From an optimization exercise on the open Yosys and OpenROAD flow, aimed at small area; shortcuts taken in it are not production practice.
In this exercise RTL edits were held to simulation tests only and were not proved equivalent to the original.
Power is estimated from default activity; no workload was simulated.

// NBOARD869V1_TOP
module NBOARD869V1_TOP (
	input  CPU_UART_rx   ,				 
	output CPU_UART_tx   ,				 
	input  J1708_UART_rx ,				 
	output J1708_UART_tx ,				 
	input  CPU_I2C0_scl   ,				 
	input  CPU_I2C1_scl   ,				 
	input  CPU_I2C1_sda_in ,			 
	output CPU_I2C1_sda_out,			 
	output led1_red       ,
	output led1_green     ,
	output led1_blue      ,
	output led2_red       ,
	output led2_green     ,
	output led2_blue      ,
	output led3_red       ,
	output led3_green     ,
	output led3_blue      ,
	input  OneWire_Rx     ,				 
	output OneWire_Tx     ,				 
	input  [7:1] gpio_in  ,
	output       gpio_test,
	output irq            ,				 
	input  rst            ,				 
	input  clk
);
Size in the first run: about 2900 flip-flops, roughly 30 I/O pins, about 0.077 mm2 of cells after synthesis.
export LEC_CHECK = 0
export CAP_MARGIN = 20
export CORE_MARGIN = 2
export CORE_UTILIZATION = 60
export PLACE_DENSITY = 0.75
export SLEW_MARGIN = 20
create_clock -name core_clock -period 20.0 [get_ports {clk}]
standard.sh (not shown) runs the stock make flow with config.mk's settings and CLKGATE_MAP_FILE= SYNTH_SCRIPT=/design/flow/synth_recipe.tcl, a recipe that flattens the netlist after the stock synthesis.
==> flow/flow/run.sh <==
#!/bin/bash
# The standard layout (the standard.sh), with clock tree synthesis told not to
# add dummy loads and to cluster the flip-flops around fewer, smaller clock buffers.
# standard.sh logs each tool's output under orfs/logs; this script's output goes to run.log.
set -e
exec > run.log 2>&1
export CTS_ARGS="-sink_clustering_enable -repair_clock_nets -dont_use_dummy_load -buf_list {sky130_fd_sc_hd__clkbuf_8} -sink_clustering_size 16 -sink_clustering_max_diameter 45"
bash standard.sh finish
Next try:
==> flow/run.sh (new file) <==
#!/bin/bash
# synth_recipe.tcl (not shown) runs the flow's synth.tcl, then flattens the netlist and writes it again
# the make line also repeats each setting of config.mk as NAME=value (left out here)
make -C /OpenROAD-flow-scripts/flow DESIGN_CONFIG=/design/flow/config.mk WORK_HOME=/design/flow/orfs CLKGATE_MAP_FILE= SYNTH_SCRIPT=/design/flow/synth_recipe.tcl finish
- CTS_BUF_LIST: not set -> sky130_fd_sc_hd__clkbuf_8
- CTS_CLUSTER_DIAMETER: not set -> 50
- CTS_CLUSTER_SIZE: not set -> 20
removed: flow/flow/run.sh
removed: flow/standard.sh
Power climbs slightly.
Worst hold slack gains 28 ps.
Worst setup slack is unchanged.
Cell count rises slightly.
Design area increases slightly.
Register-to-register slack improves by 50 ps.
Combinational power is about the same.
Core utilization grows by 0.39 points.
First-iteration DRC count increases by roughly a tenth.

Setup of the baseline:
NBOARD869V1_TOP again, from the RTL that the note above started with.
Settings: LEC_CHECK=0, CAP_MARGIN=20, CORE_MARGIN=2, CORE_UTILIZATION=60, PLACE_DENSITY=0.75, SLEW_MARGIN=20; clock period 20.0 ns.
==> flow/flow/run.sh <==
#!/bin/bash
# The standard layout (the standard.sh), with clock tree synthesis told not to
# add dummy loads and to cluster the flip-flops around fewer clock buffers.
# standard.sh logs each tool's output under orfs/logs; this script's output goes to run.log.
set -e
exec > run.log 2>&1
export CTS_ARGS="-sink_clustering_enable -repair_clock_nets -dont_use_dummy_load -buf_list {sky130_fd_sc_hd__clkbuf_16} -sink_clustering_size 32 -sink_clustering_max_diameter 60"
bash standard.sh finish
Relative to the baseline, the following input files were edited for the candidate:
==> flow/flow/run.sh <==
#!/bin/bash
# The standard layout (the standard.sh), with clock tree synthesis told not to
# add dummy loads and to cluster the flip-flops around small clock buffers.
# standard.sh logs each tool's output under orfs/logs; this script's output goes to run.log.
set -e
exec > run.log 2>&1
export CTS_ARGS="-sink_clustering_enable -repair_clock_nets -dont_use_dummy_load -buf_list {sky130_fd_sc_hd__clkbuf_4} -sink_clustering_size 10 -sink_clustering_max_diameter 35"
bash standard.sh finish
Notes after the runs:
The candidate vs the baseline — met3 wirelength from detailed routing climbed by more than 10%
The baseline and the candidate ended up with roughly the same number of placed instances, taps included.
Summary: power, the candidate better than the baseline
Between the baseline and the candidate, the difference in share of total power in combinational logic is negligible.
Relative to the baseline, final area has decreased by 0.78% in the candidate.

Another version of the RTL of NBOARD869V1_TOP (not shown whole).
Size in the first run: roughly 2900 flip-flops, ~0.077 sq mm of cells after synthesis.
==> flow/design.v (excerpt) <==
module NBOARD869V1_TOP (
	input  CPU_UART_rx   ,				 
	output CPU_UART_tx   ,				 
	input  J1708_UART_rx ,				 
	output J1708_UART_tx ,				 
	input  CPU_I2C0_scl   ,				 
	input  CPU_I2C1_scl   ,				 
	input  CPU_I2C1_sda_in ,			 
	output CPU_I2C1_sda_out,			 
	output led1_red       ,
	output led1_green     ,
	output led1_blue      ,
	output led2_red       ,
	output led2_green     ,
	output led2_blue      ,
	output led3_red       ,
	output led3_green     ,
	output led3_blue      ,
	input  OneWire_Rx     ,				 
	output OneWire_Tx     ,				 
	input  [7:1] gpio_in  ,
	output       gpio_test,
	output irq            ,				 
	input  rst            ,				 
	input  clk
);
export LEC_CHECK = 0
export CAP_MARGIN = 20
export CORE_MARGIN = 2
export CORE_UTILIZATION = 35
export PLACE_DENSITY = 0.5
export SLEW_MARGIN = 20
create_clock -name core_clock -period 20.0 [get_ports {clk}]
run.sh (not shown) runs the stock make flow with config.mk's settings and CLKGATE_MAP_FILE= SYNTH_SCRIPT=/design/flow/synth_recipe.tcl, a recipe that flattens the netlist after the stock synthesis.
Stock flow here: none of the scripts above is used.
==> next run, changes <==
Settings changed: CORE_UTILIZATION 35 to 60, CTS_BUF_LIST set to sky130_fd_sc_hd__clkbuf_4 sky130_fd_sc_hd__clkbuf_8, PLACE_DENSITY 0.5 to 0.75.
Total power went down by a little under a tenth.
Final area went down by a few percent.
Worst setup slack degrades by 28 ps.
Non-clock buffer count went down by 8.
Flip-flop and latch count is unchanged.
Synthesized cell count stays the same.
Worst hold slack barely changes.
Wire length went down slightly.
Critical path depth does not change.

Setup of pine:
Starting RTL as in the previous note.
// NBOARD869V1_TOP
module NBOARD869V1_TOP (
	input  CPU_UART_rx   ,				 
	output CPU_UART_tx   ,				 
	input  J1708_UART_rx ,				 
	output J1708_UART_tx ,				 
	input  CPU_I2C0_scl   ,				 
	input  CPU_I2C1_scl   ,				 
	input  CPU_I2C1_sda_in ,			 
	output CPU_I2C1_sda_out,			 
	output led1_red       ,
	output led1_green     ,
	output led1_blue      ,
	output led2_red       ,
	output led2_green     ,
	output led2_blue      ,
	output led3_red       ,
	output led3_green     ,
	output led3_blue      ,
	input  OneWire_Rx     ,				 
	output OneWire_Tx     ,				 
	input  [7:1] gpio_in  ,
	output       gpio_test,
	output irq            ,				 
	input  rst            ,				 
	input  clk
);
localparam	CLK_FRQ_MHZ          = 26     ,
			CPU_UART_BAUD_RATE   = 115200 ,
			J1708_UART_BAUD_RATE = 9600   ,
			FPGA_I2C_ADDR        = 7'h5E  ;
localparam	FPGA_VERSION_TYPE    = "A"    ,
			FPGA_VERSION_MAJOR   =  0     ,
			FPGA_VERSION_MINOR   =  0     ,
			FPGA_VERSION_DEBUG   =  3     ;
wire irq_int      ;
wire J1708_enable ;
wire [ 7:0] J1708_tx_message_byte          ;
wire        J1708_tx_message_byte_valid    ;
wire [ 7:0] J1708_tx_message_length        ;
wire [ 2:0] J1708_tx_message_priority      ;
wire        J1708_tx_message_new           ;
wire        J1708_tx_done                  ;
wire        CPU_UART_tx_busy               ;
wire [ 7:0] J1708_rx_message_byte          ;
wire        J1708_rx_message_byte_valid    ;
wire        J1708_rx_message_new_byte      ;
wire        J1708_rx_message_byte_read     ;
wire        J1708_rx_message_length_read   ;
wire [ 7:0] J1708_rx_message_length        ;
wire        J1708_rx_message_length_valid  ;
wire        J1708_rx_message_length_exist  ;
wire [ 5:0] register_address               ;
wire [31:0] register_data_out              ;
wire [31:0] register_data_in               ;
wire        register_data_in_valid         ;
wire        data_from_register_rd          ;
wire [ 7:0] led1_dutycycle_value ,  led2_dutycycle_value ,  led3_dutycycle_value ;
wire [ 7:0] led1_red_value       ,  led2_red_value       ,  led3_red_value       ;
wire [ 7:0] led1_green_value     ,  led2_green_value     ,  led3_green_value     ;
wire [ 7:0] led1_blue_value      ,  led2_blue_value      ,  led3_blue_value      ;
wire        OneWire_dataToSend; 
wire        OneWire_dataRecieved;
wire        OneWire_enable;
  ...
==> flow/config.mk <==
export PLATFORM = sky130hd
export DESIGN_NAME = NBOARD869V1_TOP
export DESIGN_NICKNAME = NBOARD869V1_TOP
export VERILOG_FILES = /design/flow/design.v
export SDC_FILE = /design/flow/constraint.sdc
export NUM_CORES = 4
export LEC_CHECK = 0
export CAP_MARGIN = 20
export CORE_MARGIN = 2
export CORE_UTILIZATION = 60
export PLACE_DENSITY = 0.75
export SLEW_MARGIN = 20
==> flow/constraint.sdc <==
create_clock -name core_clock -period 20.0 [get_ports {clk}]
set_input_delay 4.0000 -clock core_clock [delete_from_list [all_inputs] [get_ports {clk}]]
set_output_delay 4.0000 -clock core_clock [all_outputs]
set_load 0.01 [all_outputs]
standard.sh (not shown) runs the stock make flow with config.mk's settings and CLKGATE_MAP_FILE= SYNTH_SCRIPT=/design/flow/synth_recipe.tcl, a recipe that flattens the netlist after the stock synthesis.
==> flow/flow/run.sh <==
#!/bin/bash
# The standard layout, with clock tree synthesis told not to add dummy loads
# and to use small clock buffers. Each tool's output is logged by standard.sh
# under orfs/logs; this script's own output goes to run.log.
set -e
exec > run.log 2>&1
cp standard.sh standard_sh.log
export CTS_ARGS="-sink_clustering_enable -repair_clock_nets -dont_use_dummy_load -buf_list {sky130_fd_sc_hd__clkbuf_4 sky130_fd_sc_hd__clkbuf_8}"
bash standard.sh finish
The flow did not stop early for pine: all stages ran, and the layout cleared the timing, DRC and antenna checks.
For birch, these inputs were changed with respect to pine:
==> flow/run.sh (new file) <==
#!/bin/bash
# synth_recipe.tcl (not shown) runs the flow's synth.tcl, then flattens the netlist and writes it again
# the make line also repeats each setting of config.mk as NAME=value (left out here)
make -C /OpenROAD-flow-scripts/flow DESIGN_CONFIG=/design/flow/config.mk WORK_HOME=/design/flow/orfs CLKGATE_MAP_FILE= SYNTH_SCRIPT=/design/flow/synth_recipe.tcl finish
-- flow/config.mk --
<<< pine, line 11
>>> birch, line 11
export CTS_BUF_LIST = sky130_fd_sc_hd__clkbuf_8
export CTS_CLUSTER_DIAMETER = 50
export CTS_CLUSTER_SIZE = 20
removed: flow/flow/run.sh
removed: flow/standard.sh
### Flow results
birch against pine; final area is down by a few percent. birch vs. pine: final setup slack of the worst path went up 3.3 ps, clock-buffer cell count went down 220. Taking pine as the reference point, the register-to-register slack of birch rises by 40 ps.

afterwards: timing with drivers on the ports:
Ports are ideal in the flow. The routed layouts listed here were re-timed in OpenROAD.
Step 1 assumes that a clkbuf_16 drives the clock port and a buf_2 every other input.
Step 2 adds t to the input delays and takes it off the output delays; t is the mean of the earliest and latest rising clock arrival at the registers after step 1. Input paths then give back, and output paths get back, about the clock's delay inside the block.
Slacks: ideal ports / drivers / drivers and shift; pairs: ideal ports / drivers.
| run | shift t [ns] | setup slack, ns | worst setup path at the end |
|---|---|---|---|
| the first run of note 1 | 0.932 | 10.809 / 10.782 / 10.782 | input to output |
| the second run of note 1 | 0.978 | 10.809 / 10.782 / 10.782 | input to output |
| the baseline | 0.827 | 10.809 / 10.782 / 10.782 | input to output |
| the candidate | 1.265 | 10.809 / 10.782 / 10.782 | input to output |
| the first run of note 3 | 0.956 | 10.747 / 10.719 / 10.719 | input to output |
| the second run of note 3 | 1.031 | 10.719 / 10.683 / 10.683 | input to output |
| pine | 1.026 | 10.713 / 10.675 / 10.675 | input to output |
| birch | 0.995 | 10.716 / 10.692 / 10.692 | input to output |
After both steps setup and hold are still met in every run listed. For pine, which loses most, drivers alone change the setup slack by -0.038 ns; drivers and shift together by -0.038 ns.
